From an optimization exercise on the open Yosys and OpenROAD flow, aimed at small area and a short achievable clock period; shortcuts taken in it are not production practice. Only simulation tests tie the RTL to the original design; equivalence was not proved.

== run A ==
Design question_6, start of the top module:
module question_6(
    input clk,
    input rst,
    input signed [15:0] x,
    output reg signed [15:0] y
);
==> flow/config.mk <==
export PLATFORM = sky130hd
export DESIGN_NAME = question_6
export DESIGN_NICKNAME = question_6
export VERILOG_FILES = /design/flow/design.v
export SDC_FILE = /design/flow/constraint.sdc
export NUM_CORES = 4
export LEC_CHECK = 0
export CAP_MARGIN = 20
export CORE_MARGIN = 2
export CORE_UTILIZATION = 40
export SETUP_SLACK_MARGIN = 2.9
export SLEW_MARGIN = 20
export TNS_END_PERCENT = 100
==> flow/constraint.sdc <==
create_clock -name core_clock -period 5.0 [get_ports {clk}]
set_input_delay 1.0000 -clock core_clock [delete_from_list [all_inputs] [get_ports {clk}]]
set_output_delay 1.0000 -clock core_clock [all_outputs]
set_load 0.01 [all_outputs]
standard.sh (not shown) runs the stock make flow with config.mk's settings and CLKGATE_MAP_FILE= SYNTH_SCRIPT=/design/flow/synth_recipe.tcl, a recipe that flattens the netlist after the stock synthesis.
==> flow/flow/run.sh <==
#!/bin/bash
set -euo pipefail
W=$(pwd)
R=$W/orfs/results/$FLOW_PLATFORM/question_6/base
LIB=$FLOW_HOME/platforms/$FLOW_PLATFORM/lib/sky130_fd_sc_hd__tt_025C_1v80.lib

bash standard.sh synth > $W/log_1_standard_synth.txt 2>&1
cp $R/1_2_yosys.v $W/standard_synth.v

WORK=$W LIB_FILE=$LIB yosys -c flow/synth_map.tcl > $W/log_2_own_synth_yosys.txt 2>&1

# the registers must be those of the standard synthesis: same names, same cells
regs() { grep -oE 'sky130_fd_sc_hd__df[a-z0-9_]+ +[^ ]+' "$1" | sed -E 's/_[0-9]+ / /' | sort; }
regs $W/standard_synth.v > $W/regs_standard.txt
regs $W/own_synth.v > $W/regs_own.txt
if ! cmp -s $W/regs_standard.txt $W/regs_own.txt; then
  echo "registers differ from the standard synthesis" >&2
  diff $W/regs_standard.txt $W/regs_own.txt >&2 || true
  exit 1
fi

cp $W/own_synth.v $R/1_2_yosys.v
rm -f $R/1_synth.odb $R/1_synth.sdc

export BUFFER_PORTS_ARGS="-buffer_cell sky130_fd_sc_hd__buf_2"
export CTS_ARGS="-sink_clustering_enable -repair_clock_nets -buf_list sky130_fd_sc_hd__clkbuf_4 -root_buf sky130_fd_sc_hd__clkbuf_8 -sink_clustering_size 16 -dont_use_dummy_load"
bash standard.sh finish > $W/log_3_standard_layout.txt 2>&1
Other scripts of this flow, unchanged in this note and not shown: flow/flow/q6_cells.v, flow/flow/synth_map.tcl
Run A finished every stage and its layout cleared the timing, DRC and antenna checks.
> inputs changed (run A -> run B)
Settings: swapping 2.9 for 2.5 in SETUP_SLACK_MARGIN.
==> notes.md <==
Summary of run B over run A: routed wire length on met3 up about 1.1%, non-clock buffer count down about 30%, register clock-pin slew on the reported worst setup and hold paths flat, critical path's largest stage delay up 0.12 ns.
Setup changes, run B to run C
Settings: SETUP_SLACK_MARGIN: 2.5 -> 2.7.
Notes after the runs:
Delta (run C minus run B): post-synthesis to final-layout area growth rose 1.8 points, wire length rose 2.2%. dfrtp_1 as the critical-path cell with the highest stage delay was reported by run C, and a21oi_4 by run B. Looking at slack of the worst reg-to-reg path across both flows, run C is the stronger of the two, with run B trailing. Diff run B -> run C | fraction of the cycle the final worst path needs | decrease of 3.2 points. Of run C and run B, the run reporting the higher fmax was run C. In run C, area of combinational cells with multiple inputs is higher than in run B. The critical path class comes out input pin to flop in one run and flop to output pin in the other, namely in run B and run C respectively.
The following lists how run D was set up differently from run C:
Settings: a change of SETUP_SLACK_MARGIN from 2.7 to 2.8.
Notes after the runs:
Transition time at the pin with the least slew margin: run D < run C
Run D vs run C — largest net degree at the start of global routing dropped by more than 10%
[run D] detailed-routed wire length on met3 fell 3.7% relative to run C
Looking at wire length, run D sits 650 um higher than run C does.
Run D ends up with higher layout-stage area growth over the synthesis result than run C does.
Changes observed in run D relative to run C: worst slack at placement grew by 0.10 ns, number of failing hold endpoints at the final stage held steady.

* * *

question_6, a different RTL version from the one above (not shown whole).
For scale: roughly 34 I/O pins.
==> flow/config.mk <==
export PLATFORM = sky130hd
export DESIGN_NAME = question_6
export DESIGN_NICKNAME = question_6
export VERILOG_FILES = /design/flow/design.v
export SDC_FILE = /design/flow/constraint.sdc
export NUM_CORES = 4
export LEC_CHECK = 0
export CAP_MARGIN = 20
export CORE_MARGIN = 2
export CORE_UTILIZATION = 40
export CTS_BUF_LIST = sky130_fd_sc_hd__clkbuf_8
export CTS_CLUSTER_SIZE = 24
export SETUP_SLACK_MARGIN = 2.5
export SLEW_MARGIN = 20
export TNS_END_PERCENT = 100
==> flow/constraint.sdc <==
create_clock -name core_clock -period 5.0 [get_ports {clk}]
set_input_delay 1.0000 -clock core_clock [delete_from_list [all_inputs] [get_ports {clk}]]
set_output_delay 1.0000 -clock core_clock [all_outputs]
set_load 0.01 [all_outputs]
==> flow/flow/run.sh <==
#!/bin/bash
# Own flow: the standard synthesis, then the combinational logic re-mapped by
# ABC with a delay target (flow/remap.tcl), then the standard layout steps.
# Each tool's output goes to a log file of its own in this folder.
set -euo pipefail
W=$(pwd)
R=$W/orfs/results/$FLOW_PLATFORM/question_6/base
D=$(cat flow/abc_delay_ps)

bash standard.sh synth > $W/log_1_standard_synth.txt 2>&1
cp $R/1_2_yosys.v $W/standard_synth.v

sed "s/{D}/$D/g" flow/abc_remap.script > $W/abc_remap.script
printf "set_driving_cell sky130_fd_sc_hd__buf_1\nset_load 5\n" > $W/abc_remap.constr
REMAP_IN=$W/standard_synth.v REMAP_OUT=$W/remap.v REMAP_SCRIPT=$W/abc_remap.script \
REMAP_CONSTR=$W/abc_remap.constr \
LIB_FILE=$FLOW_HOME/platforms/$FLOW_PLATFORM/lib/sky130_fd_sc_hd__tt_025C_1v80.lib \
  yosys -c flow/remap.tcl > $W/log_2_remap_yosys.txt 2>&1
# keep only the top module (the cell definitions were read from the library)
awk -v top="$FLOW_TOP" '$1=="module" && index($2, top "(")==1 {f=1} f{print} /^endmodule/{f=0}' $W/remap.v.all > $W/remap.v
cp $W/remap.v $R/1_2_yosys.v
rm -f $R/1_synth.odb $R/1_synth.sdc

export BUFFER_PORTS_ARGS="-buffer_cell sky130_fd_sc_hd__buf_2"
export CTS_ARGS="-sink_clustering_enable -repair_clock_nets -buf_list sky130_fd_sc_hd__clkbuf_4 -root_buf sky130_fd_sc_hd__clkbuf_8 -sink_clustering_size 16 -dont_use_dummy_load"
bash standard.sh finish > $W/log_3_standard_layout.txt 2>&1
==> flow/flow/abc_delay_ps <==
1400
==> flow/flow/abc_remap.script <==
strash
dch
map -D {D}
strash
dch
map -D {D}
topo
stime -c
buffer -c
upsize -c -D {D}
dnsize -c -D {D}
Other scripts of this flow, unchanged in this note and not shown: flow/flow/remap.tcl
==> next run, changes <==
--- a/flow/flow/run.sh
+++ b/flow/flow/run.sh
@@ -22,5 +22,3 @@
 rm -f $R/1_synth.odb $R/1_synth.sdc
 
-export BUFFER_PORTS_ARGS="-buffer_cell sky130_fd_sc_hd__buf_2"
-export CTS_ARGS="-sink_clustering_enable -repair_clock_nets -buf_list sky130_fd_sc_hd__clkbuf_4 -root_buf sky130_fd_sc_hd__clkbuf_8 -sink_clustering_size 16 -dont_use_dummy_load"
 bash standard.sh finish > $W/log_3_standard_layout.txt 2>&1
==> flow/flow/abc_delay_ps (replaced) <==
1300
==> flow/flow/abc_remap.script (replaced) <==
strash
dch
map -D {D}
topo
stime -c
buffer -c
upsize -c -D {D}
dnsize -c -D {D}
stime -c
- SETUP_SLACK_MARGIN: 2.5 -> 0.5
Effect: The new run passed the timing, DRC and antenna checks. Routed wire length came out higher by 2.6%. Count of clock-buffer cells in the layout climbs by 3. Clock skew goes down by 9.2 ps. First-iteration DRC count shrinks by 3.0%. Global-route usage went up by 0.59 points. Final area increases by 1.9%. Via count increases by 4.0%.
==> next run, changes <==
--- a/flow/flow/run.sh
+++ b/flow/flow/run.sh
@@ -22,3 +22,5 @@
 rm -f $R/1_synth.odb $R/1_synth.sdc
 
+export BUFFER_PORTS_ARGS="-buffer_cell sky130_fd_sc_hd__buf_2"
+export CTS_ARGS="-sink_clustering_enable -repair_clock_nets -buf_list sky130_fd_sc_hd__clkbuf_4 -root_buf sky130_fd_sc_hd__clkbuf_8 -sink_clustering_size 32 -sink_clustering_max_diameter 120 -dont_use_dummy_load"
 bash standard.sh finish > $W/log_3_standard_layout.txt 2>&1
==> flow/flow/abc_delay_ps (replaced) <==
1200
==> flow/flow/abc_remap.script (replaced) <==
strash
dch
map -D {D}
strash
dch
map -D {D}
topo
stime -c
buffer -c
upsize -c -D {D}
dnsize -c -D {D}
- SETUP_SLACK_MARGIN: 0.5 -> 2.5
After rerunning: Die area drops by 0.55%; area after synthesis drops by 0.57%; cell count barely changes; wire length climbs by 0.61%.
==> next run, changes <==
--- a/flow/flow/run.sh
+++ b/flow/flow/run.sh
@@ -23,4 +23,4 @@
 
 export BUFFER_PORTS_ARGS="-buffer_cell sky130_fd_sc_hd__buf_2"
-export CTS_ARGS="-sink_clustering_enable -repair_clock_nets -buf_list sky130_fd_sc_hd__clkbuf_4 -root_buf sky130_fd_sc_hd__clkbuf_8 -sink_clustering_size 32 -sink_clustering_max_diameter 120 -dont_use_dummy_load"
+export CTS_ARGS="-sink_clustering_enable -repair_clock_nets -buf_list sky130_fd_sc_hd__clkbuf_4 -root_buf sky130_fd_sc_hd__clkbuf_8 -sink_clustering_size 16 -dont_use_dummy_load"
 bash standard.sh finish > $W/log_3_standard_layout.txt 2>&1
==> flow/flow/abc_delay_ps (replaced) <==
1000
The new run completed with no timing, DRC or antenna violations.
Die area goes up by 13%.
Global-route usage goes up by 0.54 points.
Via count goes up by about 12%.
Sequential cell count stays the same.
Routed wire length goes up by 16%.
Worst setup slack improves by 78 ps.
Utilization goes down by 2.3 points.

-- afterwards: timing with drivers on the ports --
In the flow no input, the clock included, has a driving cell. The finished layouts below were timed again as built, in two steps.
Step 1 assumes that a clkbuf_16 drives the clock port and a buf_2 every other input.
Step 2 adds t to the input delays and takes it off the output delays; t is the mean of the earliest and latest rising clock arrival at the registers after step 1. Input paths then give back, and output paths get back, about the clock's delay inside the block.
a / b / c = ideal / step 1 / step 2; a / b = the first two.
run | shift t [ns] | setup WS [ns] | hold slack, ns
run A | 0.366 | 2.880 / 2.889 / 2.523 | 0.388 / 0.388 / 0.388
run B | 0.356 | 2.642 / 2.657 / 2.301 | 0.385 / 0.385 / 0.385
run C | 0.368 | 2.801 / 2.770 / 2.468 | 0.372 / 0.372 / 0.372
run D | 0.361 | 2.789 / 2.799 / 2.438 | 0.379 / 0.379 / 0.379
the first run of note 2 | 0.391 | 2.583 / 2.592 / 2.201 | 0.373 / 0.373 / 0.373
the second run of note 2 | 0.396 | 1.984 / 1.998 / 1.603 | 0.381 / 0.381 / 0.381
the third run of note 2 | 0.387 | 2.627 / 2.630 / 2.243 | 0.376 / 0.376 / 0.376
the fourth run of note 2 | 0.383 | 2.705 / 2.717 / 2.334 | 0.387 / 0.387 / 0.387
After both steps every run listed still meets setup and hold. For the third run of note 2, which loses most, drivers alone change the setup slack by +0.003 ns; drivers and shift together by -0.384 ns.
